This is an optimization exercise on Yosys and OpenROAD, whose aim is a short achievable clock period and few clock cycles, not a production implementation.
Function was not checked in any run shown here: the RTL went through the layout flow alone.
Power figures rest on the tool's default switching activity, not on a simulated workload.

==> design/flow/design.v <==
module cpu(clk,reset,read_data,write_data,N,V,Z,mem_addr,mem_cmd);
input clk, reset;
input [15:0] read_data;
output reg [15:0] write_data;
output reg N, V, Z;
output reg [8:0] mem_addr;
output reg [1:0] mem_cmd;
reg [15:0] R0, R1, R2, R3, R4, R5, R6, R7;
reg [8:0] pc;                 
reg op_fetch;                 
reg op_load;                  
reg [7:0] m_sel;              
reg arr_fetch;                
reg arr_load;                 
reg [7:0] w_sel;
reg [15:0] fq [0:7];          
reg [3:0] wptr, rptr;
reg d_valid;
reg [15:0] d_ir;
reg d_wr, d_fwdok, d_hzsrc, d_and, d_add, d_cmp, d_inv, d_ldr, d_str, d_halt, d_movi;
reg [7:0] d_rdsel;            
reg [7:0] d_asrc, d_bsrc;     
reg d_hz;                     
reg dA_e, dA_l, dB_e, dB_l;   
reg [7:0] dA_r, dB_r;         
reg [7:0] e_wsel;             
reg [7:0] e_rdsel;
reg e_add, e_and, e_cmp, e_ldr, e_str, e_cin;
reg [15:0] e_A, e_B;
reg [4:0] e_im5;
reg halted;
function [7:0] onehot(input [2:0] x);
  onehot = 8'b1 << x;
endfunction
reg x_movi, x_mov, x_alu, x_add, x_cmp, x_and, x_mvn, x_ldr, x_str, x_halt;
reg x_usesA, x_usesB, x_wr;
reg [7:0] x_asrc, x_bsrc, x_rdsel;
wire q_empty = wptr == rptr;
wire [15:0] x_ir = q_empty ? read_data : fq[rptr[2:0]];
always @(*) begin
  x_movi = x_ir[15:13] == 3'b110 &  x_ir[12];
  x_mov  = x_ir[15:13] == 3'b110 & ~x_ir[12];
  x_alu  = x_ir[15:13] == 3'b101;
  x_add  = x_alu & x_ir[12:11] == 2'b00;
  x_cmp  = x_alu & x_ir[12:11] == 2'b01;
  x_and  = x_alu & x_ir[12:11] == 2'b10;
  x_mvn  = x_alu & x_ir[12:11] == 2'b11;
  x_ldr  = x_ir[15:13] == 3'b011;
  x_str  = x_ir[15:13] == 3'b100;
  x_halt = x_ir[15:13] == 3'b111;
  x_usesA = x_add | x_cmp | x_and | x_ldr | x_str;
  x_usesB = x_mov | x_alu | x_str;
  x_wr = x_movi | x_mov | x_add | x_and | x_mvn;
  x_asrc = x_usesA ? onehot(x_ir[10:8]) : 8'b0;
  x_bsrc = x_usesB ? onehot(x_str ? x_ir[7:5] : x_ir[2:0]) : 8'b0;
  x_rdsel = onehot(x_movi ? x_ir[10:8] : x_ir[7:5]);
end
wire d_adv = d_valid & ~d_hz & ~halted;
wire d_take = ~d_valid | d_adv;
wire kill = |(e_wsel & m_sel);
wire arr_next = op_load & ~kill;
wire e1_fwd = d_valid & d_fwdok;           
wire e1_hz  = d_valid & d_hzsrc;           
wire tA_e = e1_fwd & |(x_asrc & d_rdsel);
wire tB_e = e1_fwd & |(x_bsrc & d_rdsel);
wire tA_l = ~tA_e & arr_next & |(x_asrc & m_sel);
wire tB_l = ~tB_e & arr_next & |(x_bsrc & m_sel);
wire t_hz = (e1_hz & |((x_asrc | x_bsrc) & d_rdsel)) | (e_ldr & |((x_asrc | x_bsrc) & e_rdsel));
wire hA_l = arr_next & |(d_asrc & m_sel);
wire hB_l = arr_next & |(d_bsrc & m_sel);
wire h_hz = e_ldr & |((d_asrc | d_bsrc) & e_rdsel);
wire [15:0] sum = e_A + e_B + {15'b0, e_cin};
wire [15:0] e_fast = e_and ? (e_A & e_B) : e_B;   
wire [15:0] e_res = e_add ? sum : e_fast;
wire [8:0] daddr = e_A[8:0] + {4'b0, e_im5};
wire [15:0] a_val = ({16{dA_e}} & e_fast) | ({16{dA_l}} & read_data) |
  ({16{dA_r[0]}} & R0) | ({16{dA_r[1]}} & R1) | ({16{dA_r[2]}} & R2) | ({16{dA_r[3]}} & R3) |
  ({16{dA_r[4]}} & R4) | ({16{dA_r[5]}} & R5) | ({16{dA_r[6]}} & R6) | ({16{dA_r[7]}} & R7);
wire [15:0] b_val = ({16{dB_e}} & e_fast) | ({16{dB_l}} & read_data) |
  ({16{dB_r[0]}} & R0) | ({16{dB_r[1]}} & R1) | ({16{dB_r[2]}} & R2) | ({16{dB_r[3]}} & R3) |
  ({16{dB_r[4]}} & R4) | ({16{dB_r[5]}} & R5) | ({16{dB_r[6]}} & R6) | ({16{dB_r[7]}} & R7);
reg [15:0] b_sh;
always @(*) begin
  case (d_ir[4:3])
    2'b00: b_sh = b_val;
    2'b01: b_sh = {b_val[14:0], 1'b0};
    2'b10: b_sh = {1'b0, b_val[15:1]};
    default: b_sh = {b_val[15], b_val[15:1]};
  endcase
end
wire [15:0] b_next = (d_inv ? ~b_sh : b_sh) | {8'b0, d_movi ? d_ir[7:0] : 8'b0};
always @(posedge clk) begin
  if (arr_fetch) fq[wptr[2:0]] <= read_data;
  if (d_take) begin
    d_ir <= x_ir;
    d_wr <= x_wr;
    d_fwdok <= x_movi | x_mov | x_and | x_mvn;
    d_hzsrc <= x_add | x_ldr;
    d_and <= x_and;
    d_add <= x_add | x_cmp;
    d_cmp <= x_cmp;
    d_inv <= x_cmp | x_mvn;
    d_ldr <= x_ldr;
    d_str <= x_str;
    d_halt <= x_halt;
    d_movi <= x_movi;
    d_rdsel <= x_rdsel;
    d_asrc <= x_asrc;
    d_bsrc <= x_bsrc;
    dA_e <= tA_e;
    dB_e <= tB_e;
    dA_l <= tA_l;
    dB_l <= tB_l;
    dA_r <= x_asrc & {8{~tA_e & ~tA_l}};
    dB_r <= x_bsrc & {8{~tB_e & ~tB_l}};
  end else begin
    dA_e <= 1'b0;
    dB_e <= 1'b0;
    dA_l <= hA_l;
    dB_l <= hB_l;
    dA_r <= d_asrc & {8{~hA_l}};
    dB_r <= d_bsrc & {8{~hB_l}};
  end
  if (reset) begin
    wptr <= 4'd0;
    rptr <= 4'd0;
    d_valid <= 1'b0;
    d_hz <= 1'b0;
  end else begin
    if (arr_fetch) wptr <= wptr + 4'd1;
    if (d_take) begin
      if (~q_empty | arr_fetch) rptr <= rptr + 4'd1;
      d_valid <= ~q_empty | arr_fetch;
      d_hz <= t_hz;
    end else
      d_hz <= h_hz;
  end
end
always @(posedge clk) begin
  if (reset) begin
    e_wsel <= 8'b0; e_add <= 1'b0; e_and <= 1'b0; e_cmp <= 1'b0; e_ldr <= 1'b0; e_str <= 1'b0;
    halted <= 1'b0;
  end else begin
    e_wsel <= d_rdsel & {8{d_adv & d_wr}};
    e_add <= d_adv & d_add;
    e_and <= d_adv & d_and;
    e_cmp <= d_adv & d_cmp;
    e_ldr <= d_adv & d_ldr;
    e_str <= d_adv & d_str;
    if (d_adv & d_halt) halted <= 1'b1;
  end
  e_cin <= d_cmp;
  e_rdsel <= d_rdsel;
  e_A <= a_val;
  e_B <= b_next;
  e_im5 <= d_ir[4:0];
end
always @(posedge clk) begin
  if (e_wsel[0]) R0 <= e_res; else if (arr_load & w_sel[0]) R0 <= read_data;
  if (e_wsel[1]) R1 <= e_res; else if (arr_load & w_sel[1]) R1 <= read_data;
  if (e_wsel[2]) R2 <= e_res; else if (arr_load & w_sel[2]) R2 <= read_data;
  if (e_wsel[3]) R3 <= e_res; else if (arr_load & w_sel[3]) R3 <= read_data;
  if (e_wsel[4]) R4 <= e_res; else if (arr_load & w_sel[4]) R4 <= read_data;
  if (e_wsel[5]) R5 <= e_res; else if (arr_load & w_sel[5]) R5 <= read_data;
  if (e_wsel[6]) R6 <= e_res; else if (arr_load & w_sel[6]) R6 <= read_data;
  if (e_wsel[7]) R7 <= e_res; else if (arr_load & w_sel[7]) R7 <= read_data;
  if (e_cmp) begin
    Z <= &(e_A ^ e_B);
    N <= sum[15];
    V <= (e_A[15] & ~e_B[15] & ~sum[15]) | ((e_A[15] == e_B[15]) & (e_A[15] == sum[15]));
  end
end
wire [3:0] q_cnt = wptr - rptr;
wire fetch_ok = ~halted & (q_cnt + {3'b0, arr_fetch} + {3'b0, op_fetch} < 4'd8);
always @(posedge clk) begin
  if (reset) begin
    mem_cmd <= 2'b11;
    mem_addr <= 9'd0;
    pc <= 9'd1;
    op_fetch <= 1'b1;
    op_load <= 1'b0;
    arr_fetch <= 1'b0;
    arr_load <= 1'b0;
  end else begin
    arr_fetch <= op_fetch;
    arr_load <= arr_next;
    w_sel <= m_sel;
    if (e_ldr | e_str) begin
      mem_addr <= daddr;
      mem_cmd <= e_str ? 2'b01 : 2'b11;
      op_fetch <= 1'b0;
      op_load <= e_ldr;
      m_sel <= e_rdsel;
      write_data <= e_B;
    end else if (fetch_ok) begin
      mem_addr <= pc;
      pc <= pc + 9'd1;
      mem_cmd <= 2'b11;
      op_fetch <= 1'b1;
      op_load <= 1'b0;
    end else begin
      mem_cmd <= 2'b00;
      op_fetch <= 1'b0;
      op_load <= 1'b0;
    end
  end
end
endmodule
==> design/flow/run.sh <==
#!/bin/bash
# synth_recipe.tcl (not shown) runs the flow's synth.tcl, then flattens the netlist and writes it again
# the make line also repeats each setting of config.mk as NAME=value (left out here)
make -C /OpenROAD-flow-scripts/flow DESIGN_CONFIG=/design/flow/config.mk WORK_HOME=/design/flow/orfs CLKGATE_MAP_FILE= SYNTH_SCRIPT=/design/flow/synth_recipe.tcl finish
==> design/flow/config.mk <==
export PLATFORM = sky130hd
export DESIGN_NAME = cpu
export DESIGN_NICKNAME = cpu
export VERILOG_FILES = /design/flow/design.v
export SDC_FILE = /design/flow/constraint.sdc
export NUM_CORES = 4
export LEC_CHECK = 0
export ABC_CLOCK_PERIOD_IN_PS = 1500
export CAP_MARGIN = 20
export CORE_MARGIN = 2
export CORE_UTILIZATION = 40
export SETUP_SLACK_MARGIN = 3.0
export SLEW_MARGIN = 20
==> design/flow/constraint.sdc <==
create_clock -name core_clock -period 5.0 [get_ports {clk}]
set_input_delay 1.0000 -clock core_clock [delete_from_list [all_inputs] [get_ports {clk}]]
set_output_delay 1.0000 -clock core_clock [all_outputs]
set_load 0.01 [all_outputs]
==> results of run 1 <==
==> flip-flops by register name, indices dropped and copies added (netlist names), 16 cells and up, named ones only <==
name,flops
R7,16
R0,16
R1,16
R3,16
R2,16
R5,16
R6,16
fq,128
e_B,16
R4,16
write_data,16
e_A,16
==> area by class of cell <==
cell class / instances / area (um^2) / share of cell area (%)
clock buffer: 72 / 1420 / 5.16
clock inverter: 19 / 155 / 0.562
inverter: 60 / 238 / 0.861
multi-input combinational: 1103 / 10200 / 36.8
sequential: 451 / 12500 / 45.1
tap: 688 / 861 / 3.12
timing repair buffer: 239 / 2300 / 8.33
timing repair inverter: 1 / 6.26 / 0.0227
==> cells in the mapped netlist (41+ instances only) <==
library cell / instances
edfxtp_1: 334
nand2_1: 168
dfxtp_1: 117
nor2_1: 105
mux2_2: 101
clkbuf_1: 99
a22oi_1: 83
mux2i_1: 82
o21ai_0: 63
inv_1: 59
a21oi_1: 51
a22o_1: 41
==> layer usage <==
metal  up-vias  track usage [%]  routed length [um]
met3       244             6.59                7100
met5         -                0                  13
met1      7925             31.1               26600
met2       887             41.5               33300
met4         2             10.4                3410
li1       7006                -                   -
==> where the power goes <==
| group | total [uW] | switching, uW | internal (uW) | leakage, uW |
|---|---|---|---|---|
| Combinational | 7990 | 4330 | 3660 | 0.00519 |
| Sequential | 5490 | 838 | 4650 | 0.00412 |
| Clock | 3580 | 1500 | 2080 | 0.000778 |
==> worst max-delay path: stages (launching register included) <==
cell and delay [ns]:
dfxtp_2 0.34, inv_2 0.04, ha_4 0.26, and2_4 0.17
nand3_1 0.15, buf_12 0.20, a31oi_4 0.27, or3b_4 0.43
a211oi_4 0.34, nor2b_4 0.24, a22o_1 0.20, o311ai_2 0.12
buf_4 0.17, a21oi_1 0.20, nor2_1 0.07
==> cell families after synthesis <==
logic type	share of synthesized area, %
muxes	10.4
adders and majority gates	2.11
and+or+nand+nor	8.88
AOI/OAI and AO/OA	14.7
DFF	58.3
xor gates and xnor gates	2.06
buffers and inverters	3.53
==> what timing repair did <==
| action | 4_1_cts | 5_1_grt |
|---|---|---|
| buffers inserted | 85 | 62 |
| gates resized for setup | 397 | 211 |
| cloned | 2 | 1 |
| pin swaps | 83 | 93 |
| endpoints found under the setup margin | 484 | 317 |
==> worst max-delay path by stage <==
stage | cells past startpoint | from | slack, ns | end
after floorplan | 15 | rptr[1] | 1.73 | dB_r[7]
after global placement | 10 | flop | 0.99 | dB_r[7]
after detailed placement | 10 | flop | 0.89 | dB_r[1]
after CTS | 13 | rptr[2] | 1.71 | dB_r[1]
after global routing | 15 | rptr[2] | 1.55 | d_hz
final | 14 | rptr[1] | 1.64 | dB_l
==> stage by stage <==
stage	cells	utilization, %	setup WS [ns]
after floorplan	1732	-	1.73
after global placement	2391	43.6	0.990
after detailed placement	2391	43.6	0.888
after CTS	2569	50.1	1.71
after global routing	2633	52.6	1.55
final	2633	52.6	1.64
==> metrics.md, run 1 <==
| Metric | Value |
|---|---|
| Data required time of the worst path | 5.46 ns |
| Setup_tns | 0 ns |
| Netlist cell types | 72 |
| Leading cell type in the layout, fill and taps excluded | edfxtp_1 |
| Slack of the worst reg-to-reg path | 1.64 ns |
| Hold_ws | 0.449 ns |
| Residual antenna-violating net count after detailed routing | 0 |
| Per-instance average area after synthesis | 12.2 um^2 |
| Initial Utilization | 40.4% |
| Vias per Instance | 6.10 |
| Most used DFF post-synth | edfxtp_1 |
| Setup repair after global routing missed its margin | true |
| Crit share post-route | 67.3% |
| Via total after detailed routing | 16100 |
| Crit Path Max Fanout | 8 |
| Slew of the pin with the lowest slew margin | 1.35 ns |
| Headroom to the max-slew limit | 9.70% |
| GRT Resource Usage Total | 25.1% |
| Worst path arrival time | 3.82 ns |
| Maximum number of pins on one net before global-route repair | 41 |
| Horizontal die dimension | 234 um |
| Worst min-delay path class | flop to flop |
| Number of iterations in the first detailed-routing pass | 9 |
| HPWL after DPL | 43300 um |
| Biggest area contributors in the synthesized netlist | edfxtp_1 47%, dfxtp_1 11%, mux2_2 5.4% |
| DRC marker count from the first detailed-route iteration | 1795 |
| Leakage power | 0.0101 uW |
| Setup violators final | 0 |
| Cell type with the largest total area after synthesis | edfxtp_1 |
| Hold buffer count at CTS | 0 |
| Final routed DRC violation total | 0 |
| Num CTS Buffers | 49 |
| Root cell of the clock tree | clkbuf_16 |
| Input/output buffers | 47 |
| Startpoint kind of the worst setup timing path | flop |
| Die height | 234 um |
| Final count of pins violating max slew | 0 |
| Commonest cells after routing, fill and taps aside | 334 x edfxtp_1, 154 x nand2_1, 128 x buf_4, 82 x mux2_4, 81 x nor2_1 |
| Max Clk Rate | 297 MHz |
| Total Routed Length | 70400 um |
| Fraction of synthesized cell area taken by the top area cell type | 47.3% |
| Maximum vdd drop | 0.000393 V |
| End point of the worst hold path | e_cin |
| Total core area | 52400 um^2 |
| Hold Crit Start | d_cmp |
| Clock latency on the worst-skew pair | 0.59 ns |
| Cell area reported after detailed placement | 22800 um^2 |
| Antenna Diode Count | 0 |
| Global placer's final weighted congestion | 0.959 |
| Portion of the post-synthesis area used by sequential elements | 58.3% |
| Source of the worst register-to-register timing path | rptr[1] |
| Die outline area | 54900 um^2 |
| CP Capture Type | flop |
| Filler cells | 4293 |
| Max-capacitance violation count | 0 |
| Number of core rows | 84 |
| Worst reg2reg endpoint | dB_l |
| Routed length per instance | 26.7 um |
| Fraction of synthesis flops using an asynchronous set or reset pin | 0% |
| Register bit total from synthesis | 451 |
| Largest clock skew in the final design | 0.0125 ns |
| Min Clock Period, post-route | 3.36 ns |
| Category of the critical setup timing path | flop to flop |
| Number of sinks driven by the clock tree | 451 |
| Via count of the first global-routing pass | 15900 |
| Post-Synthesis Cells | 1732 |
| Warnings, synthesis | 1 |
| Htree depth | 2 |
| Boundary Pins | 48 |
| Nets in the synthesized netlist | 1784 |
| Post-synthesis to final-layout area growth | 30.2% |
| Clock tree from TritonCTS | yes |
| Syn Std Cell Area | 21200 um^2 |
| Post-layout nets | 1957 |
| Number of flops mapped to enable cells by yosys | 334 |
| Global-route wire length before repair | 101000 um |
| CTS clk-pin slew, worst paths | 0.06 ns |
| Power after layout | 17100 uW |
| Cell depth of the worst hold path | 0 |
| Ratio of cells with drive above 1 in the final layout | 37.3% |
| Run status | finished clean |
| Antenna violations before repair | 2 |
| Maximum clock path buffer count | 3 |
| Number of hold violations in the final report | 0 |
| Total power density per cell area | 618 nW/um^2 |
| Worst Reg2Reg Path Length in Cells | 14 |
| Global route overflow | 0 |
| Final std cell area, no fill | 27600 um^2 |
==> inputs of run 2 (changes only) <==
--- a/design/flow/design.v
+++ b/design/flow/design.v
@@ -13,8 +13,6 @@
 reg arr_fetch;                
 reg arr_load;                 
 reg [7:0] w_sel;
-reg [15:0] fq [0:7];          
-reg [3:0] wptr, rptr;
 reg d_valid;
 reg [15:0] d_ir;
 reg d_wr, d_fwdok, d_hzsrc, d_and, d_add, d_cmp, d_inv, d_ldr, d_str, d_halt, d_movi;
@@ -32,29 +30,45 @@
 function [7:0] onehot(input [2:0] x);
   onehot = 8'b1 << x;
 endfunction
-reg x_movi, x_mov, x_alu, x_add, x_cmp, x_and, x_mvn, x_ldr, x_str, x_halt;
-reg x_usesA, x_usesB, x_wr;
-reg [7:0] x_asrc, x_bsrc, x_rdsel;
-wire q_empty = wptr == rptr;
-wire [15:0] x_ir = q_empty ? read_data : fq[rptr[2:0]];
+localparam FW = 16 + 13 + 24;    
+function [FW-1:0] predecode(input [15:0] w);
+  reg movi, mov, alu, add, cmp, andi, mvn, ldr, str, halt, usesA, usesB, wr;
+  begin
+    movi = w[15:13] == 3'b110 &  w[12];
+    mov  = w[15:13] == 3'b110 & ~w[12];
+    alu  = w[15:13] == 3'b101;
+    add  = alu & w[12:11] == 2'b00;
+    cmp  = alu & w[12:11] == 2'b01;
+    andi = alu & w[12:11] == 2'b10;
+    mvn  = alu & w[12:11] == 2'b11;
+    ldr  = w[15:13] == 3'b011;
+    str  = w[15:13] == 3'b100;
+    halt = w[15:13] == 3'b111;
+    usesA = add | cmp | andi | ldr | str;
+    usesB = mov | alu | str;
+    wr = movi | mov | add | andi | mvn;
+    predecode = {w,
+      wr, movi | mov | andi | mvn, add | ldr, andi, add | cmp, cmp, cmp | mvn, ldr, str, halt, movi, 2'b00,
+      usesA ? onehot(w[10:8]) : 8'b0,
+      usesB ? onehot(str ? w[7:5] : w[2:0]) : 8'b0,
+      onehot(movi ? w[10:8] : w[7:5])};
+  end
+endfunction
+reg [FW-1:0] fq [0:7];        
+reg [7:0] wsel, rsel;         
+reg [3:0] q_cnt;
+reg q_nonempty;
+wire [FW-1:0] pd_in = predecode(read_data);
+reg [FW-1:0] x;
+integer k;
 always @(*) begin
-  x_movi = x_ir[15:13] == 3'b110 &  x_ir[12];
-  x_mov  = x_ir[15:13] == 3'b110 & ~x_ir[12];
-  x_alu  = x_ir[15:13] == 3'b101;
-  x_add  = x_alu & x_ir[12:11] == 2'b00;
-  x_cmp  = x_alu & x_ir[12:11] == 2'b01;
-  x_and  = x_alu & x_ir[12:11] == 2'b10;
-  x_mvn  = x_alu & x_ir[12:11] == 2'b11;
-  x_ldr  = x_ir[15:13] == 3'b011;
-  x_str  = x_ir[15:13] == 3'b100;
-  x_halt = x_ir[15:13] == 3'b111;
-  x_usesA = x_add | x_cmp | x_and | x_ldr | x_str;
-  x_usesB = x_mov | x_alu | x_str;
-  x_wr = x_movi | x_mov | x_add | x_and | x_mvn;
-  x_asrc = x_usesA ? onehot(x_ir[10:8]) : 8'b0;
-  x_bsrc = x_usesB ? onehot(x_str ? x_ir[7:5] : x_ir[2:0]) : 8'b0;
-  x_rdsel = onehot(x_movi ? x_ir[10:8] : x_ir[7:5]);
-end
+  x = {FW{1'b0}};
+  for (k = 0; k < 8; k = k + 1) x = x | ({FW{rsel[k]}} & fq[k]);
+end
+wire [15:0] x_ir = x[FW-1:FW-16];
+wire x_wr = x[36], x_fwdok = x[35], x_hzsrc = x[34], x_and = x[33], x_add = x[32], x_cmp = x[31],
+     x_inv = x[30], x_ldr = x[29], x_str = x[28], x_halt = x[27], x_movi = x[26];
+wire [7:0] x_asrc = x[23:16], x_bsrc = x[15:8], x_rdsel = x[7:0];
 wire d_adv = d_valid & ~d_hz & ~halted;
 wire d_take = ~d_valid | d_adv;
 wire kill = |(e_wsel & m_sel);
@@ -89,17 +103,19 @@
   endcase
 end
 wire [15:0] b_next = (d_inv ? ~b_sh : b_sh) | {8'b0, d_movi ? d_ir[7:0] : 8'b0};
-always @(posedge clk) begin
-  if (arr_fetch) fq[wptr[2:0]] <= read_data;
+wire d_load = d_take & q_nonempty;
+always @(posedge clk) begin
+  for (k = 0; k < 8; k = k + 1)
+    if (arr_fetch & wsel[k]) fq[k] <= pd_in;
   if (d_take) begin
     d_ir <= x_ir;
     d_wr <= x_wr;
-    d_fwdok <= x_movi | x_mov | x_and | x_mvn;
-    d_hzsrc <= x_add | x_ldr;
+    d_fwdok <= x_fwdok;
+    d_hzsrc <= x_hzsrc;
     d_and <= x_and;
-    d_add <= x_add | x_cmp;
+    d_add <= x_add;
     d_cmp <= x_cmp;
-    d_inv <= x_cmp | x_mvn;
+    d_inv <= x_inv;
     d_ldr <= x_ldr;
     d_str <= x_str;
     d_halt <= x_halt;
@@ -122,15 +138,19 @@
     dB_r <= d_bsrc & {8{~hB_l}};
   end
   if (reset) begin
-    wptr <= 4'd0;
-    rptr <= 4'd0;
+    wsel <= 8'b1;
+    rsel <= 8'b1;
+    q_cnt <= 4'd0;
+    q_nonempty <= 1'b0;
     d_valid <= 1'b0;
     d_hz <= 1'b0;
   end else begin
-    if (arr_fetch) wptr <= wptr + 4'd1;
+    if (arr_fetch) wsel <= {wsel[6:0], wsel[7]};
+    if (d_load) rsel <= {rsel[6:0], rsel[7]};
+    q_cnt <= q_cnt + {3'b0, arr_fetch} - {3'b0, d_load};
+    q_nonempty <= arr_fetch | (q_cnt > {3'b0, d_load});
     if (d_take) begin
-      if (~q_empty | arr_fetch) rptr <= rptr + 4'd1;
-      d_valid <= ~q_empty | arr_fetch;
+      d_valid <= q_nonempty;
       d_hz <= t_hz;
     end else
       d_hz <= h_hz;
@@ -170,7 +190,6 @@
     V <= (e_A[15] & ~e_B[15] & ~sum[15]) | ((e_A[15] == e_B[15]) & (e_A[15] == sum[15]));
   end
 end
-wire [3:0] q_cnt = wptr - rptr;
 wire fetch_ok = ~halted & (q_cnt + {3'b0, arr_fetch} + {3'b0, op_fetch} < 4'd8);
 always @(posedge clk) begin
   if (reset) begin
==> metrics.md, run 2 <==
| Metric | Value |
|---|---|
| Run status | finished clean |
| Horizontal die dimension | 272 um |
| Post-layout nets | 2345 |
| Via total after detailed routing | 20400 |
| Most used DFF post-synth | edfxtp_1 |
| Number of core rows | 98 |
| Boundary Pins | 48 |
| Part of the total power dissipated in combinational logic | 33.6% |
| Min Clock Period, post-route | 2.85 ns |
| Fraction of power spent switching nets | 35.4% |
| End point of the critical path | R1[14] |
| Netlist cell types | 75 |
| Data required time of the worst path | 5.34 ns |
| Startpoint kind of the worst setup timing path | flop |
| CTS clk-pin slew, worst paths | 0.06 ns |
| Post-Synthesis Cells | 2120 |
| Headroom to the max-slew limit | 17.4% |
| Relative contribution of sequential cells to total power | 40.7% |
| Post-synthesis to final-layout area growth | 24.3% |
| Leading post-synthesis cells by instance count | 550 x edfxtp_1, 248 x a22oi_1, 130 x nand2_1, 127 x dfxtp_1, 121 x nor2_1 |
| Total Routed Length | 92500 um |
| Vias per Instance | 6.17 |
| Leakage power | 0.0122 uW |
| Commonest cells after routing, fill and taps aside | 550 x edfxtp_1, 212 x a22oi_1, 136 x buf_4, 124 x nand2_1, 94 x nor2_1 |
| Flip-flop count of the largest register, all copies and words added | 344 |
| Clock latency on the worst-skew pair | 0.63 ns |
| Global-route wire length before repair | 134000 um |
| Source of the worst register-to-register timing path | e_A[0] |
| Initial Utilization | 40.3% |
| Setup repair after global routing missed its margin | true |
| Per-instance average area after synthesis | 13.5 um^2 |
| Slack of the worst reg-to-reg path | 2.15 ns |
| Maximum clock path buffer count | 3 |
| Num CTS Buffers | 72 |
| HPWL after DPL | 51300 um |
| DRC marker count from the first detailed-route iteration | 2585 |
| Fraction of synthesized cell area taken by the top area cell type | 57.5% |
| Die outline area | 73900 um^2 |
| Switching power of the nets | 7070 uW |
| Worst reg2reg endpoint | R1[14] |
| Slew of the pin with the lowest slew margin | 1.24 ns |
| Power after layout | 20000 uW |
| Maximum number of pins on one net before global-route repair | 47 |
| Via count of the first global-routing pass | 20100 |
| Clock tree from TritonCTS | yes |
| Total power density per cell area | 560 nW/um^2 |
| Largest clock skew in the final design | 0.0377 ns |
| Total core area | 71200 um^2 |
| Warnings, synthesis | 2 |
| Register bit total from synthesis | 677 |
| Worst path arrival time | 3.19 ns |
| Residual antenna-violating net count after detailed routing | 0 |
| Max Clk Rate | 350 MHz |
| Ratio of cells with drive above 1 in the final layout | 31.4% |
| P_int | 12900 uW |
| Nets in the synthesized netlist | 2169 |
| Number of hold violations in the final report | 0 |
| Number of iterations in the first detailed-routing pass | 8 |
| GRT Resource Usage Total | 24.5% |
| Setup_tns | 0 ns |
| Maximum vdd drop | 0.000369 V |
| Global route overflow | 0 |
| Cell type with the largest total area after synthesis | edfxtp_1 |
| Number of flops mapped to enable cells by yosys | 550 |
| Number of sinks driven by the clock tree | 677 |
| Crit Path Max Fanout | 8 |
| Die height | 272 um |
| Root cell of the clock tree | clkbuf_16 |
| Worst min-delay path class | flop to flop |
| Max-capacitance violation count | 0 |
| Leading cell type in the layout, fill and taps excluded | edfxtp_1 |
| Final count of pins violating max slew | 0 |
| Crit share post-route | 57.1% |
| Portion of the post-synthesis area used by sequential elements | 66.4% |
| Hold buffer count at CTS | 0 |
| Setup violators final | 0 |
| Global placer's final weighted congestion | 0.874 |
| Biggest area contributors in the synthesized netlist | edfxtp_1 58%, dfxtp_1 8.9%, a22oi_1 6.5% |
| Syn Std Cell Area | 28700 um^2 |
| Worst Reg2Reg Path Length in Cells | 12 |
| Input/output buffers | 47 |
| Antenna violations before repair | 3 |
| Routed length per instance | 28.0 um |
| Fraction of synthesis flops using an asynchronous set or reset pin | 0% |
| Clock Power Share | 25.7% |
| Htree depth | 3 |
| CP Capture Type | flop |
| Most repeated cell in the gate-level netlist after synthesis | edfxtp_1 |
| Worst setup startpoint | e_A[0] |
| Category of the critical setup timing path | flop to flop |
| Final routed DRC violation total | 0 |
-- run 2: logic make-up (layout without fill, tap and decap cells) --
group,Yosys count,after routing,share of synthesized area (%)
adder cells (fa/ha/maj),31,31,1.43
XOR/XNOR,43,43,1.31
multiplexers,112,112,4.30
flip-flops,677,677,66.4
AO/OA/AOI/OAI,572,575,14.6
other,0,1,0
AND/OR/NAND/NOR,491,492,8.64
buffers and inverters,194,423,3.36
-- run 2: what timing repair did --
item	CTS	global route
gates cloned	6	1
pin swaps	103	73
gates resized for setup	432	105
buffers inserted	137	33
endpoints found under the setup margin	732	454
-- run 2: power groups by stage --
stage,logic (uW),registers (uW),clock network [uW]
final,6720,8140,5150
after CTS,6130,8040,5210
after detailed placement,4660,8190,0
after global placement,4600,8190,0
after floorplan,3780,7280,0
after global routing,7140,8140,5430
-- run 2: final cells by class --
| class | count | area [um^2] |
|---|---|---|
| Antenna cell | 1 | 2.50 |
| Sequential cell | 677 | 19200 |
| Inverter | 33 | 175 |
| Clock buffer | 101 | 1950 |
| Tap cell | 950 | 1190 |
| Multi-Input combinational cell | 1253 | 10400 |
| Fill cell | 5981 | 35500 |
| Clock inverter | 30 | 299 |
| Timing Repair Buffer | 258 | 2530 |
| Timing Repair inverter | 1 | 16.3 |
-- run 2: how the worst min path moves through the flow --
stage                       to  slack [ns]  cells after the start        from
floorplan                e_cin        0.34                      0       d_cmp
global placement       wsel[0]        0.44                      1     wsel[0]
detailed placement     wsel[0]        0.45                      1     wsel[0]
CTS                   e_im5[1]        0.46                      0     d_ir[1]
global route          e_im5[1]        0.46                      0     d_ir[1]
finish              e_rdsel[6]        0.46                      0  d_rdsel[6]
-- run 2: critical path, stage by stage, from the launching register on --
cell	delay (ns)
dfxtp_2	0.34
inv_2	0.05
fa_2	0.20
inv_2	0.04
fa_2	0.39
a211oi_4	0.25
o21ai_2	0.10
a21oi_4	0.19
o21ai_2	0.08
or4_4	0.43
a32oi_4	0.26
buf_12	0.16
a21oi_1	0.07
-- run 2: metrics by stage --
stage | std cells | cell area (um^2) | hold slack (ns) | utilization (%) | setup slack [ns]
global placement | 2995 | 30600 | 0.443 | 43.0 | 1.61
finish | 3304 | 35700 | 0.464 | 50.1 | 2.15
global route | 3303 | 35700 | 0.463 | 50.1 | 2.05
floorplan | 2120 | 29600 | 0.339 | - | 2.30
CTS | 3269 | 35100 | 0.462 | 49.3 | 2.16
detailed placement | 2995 | 30600 | 0.446 | 43.0 | 1.59
-- run 2: metal layers --
metal	wire [um]	global-route usage [%]	part of all wire [%]
met5	13	0	0.014
met4	2960	8.05	3.2
met3	9630	5.63	10
met2	42200	38.5	46
met1	37600	33.7	41

port drivers added, routing unchanged:
Ports are ideal in the flow. The routed layouts listed here were re-timed in OpenROAD.
Step 1 assumes that a clkbuf_16 drives the clock port and a buf_2 every other input.
Step 2 times the ports against the registers' clock, not the clock port: input delays grow and output delays shrink by t, the midpoint of the rising clock arrivals with the driver on.
Three values: ideal, step 1, step 2; two values: the first two.
run | shift t [ns] | slack for setup (ns) | hold slack, ns | clock arrival spread, ns | slew at the worst register clock pin (ns)
run 1 | 0.643 | 1.637 / 1.637 / 1.437 | 0.449 / 0.449 / 0.449 | 0.015 / 0.015 | 0.06 / 0.06
run 2 | 0.671 | 2.145 / 2.145 / 2.145 | 0.464 / 0.464 / 0.464 | 0.039 / 0.039 | 0.06 / 0.06
After both steps every run listed still meets setup and hold. For run 1, which loses most, drivers alone change the setup slack by 0.000 ns; drivers and shift together by -0.200 ns.
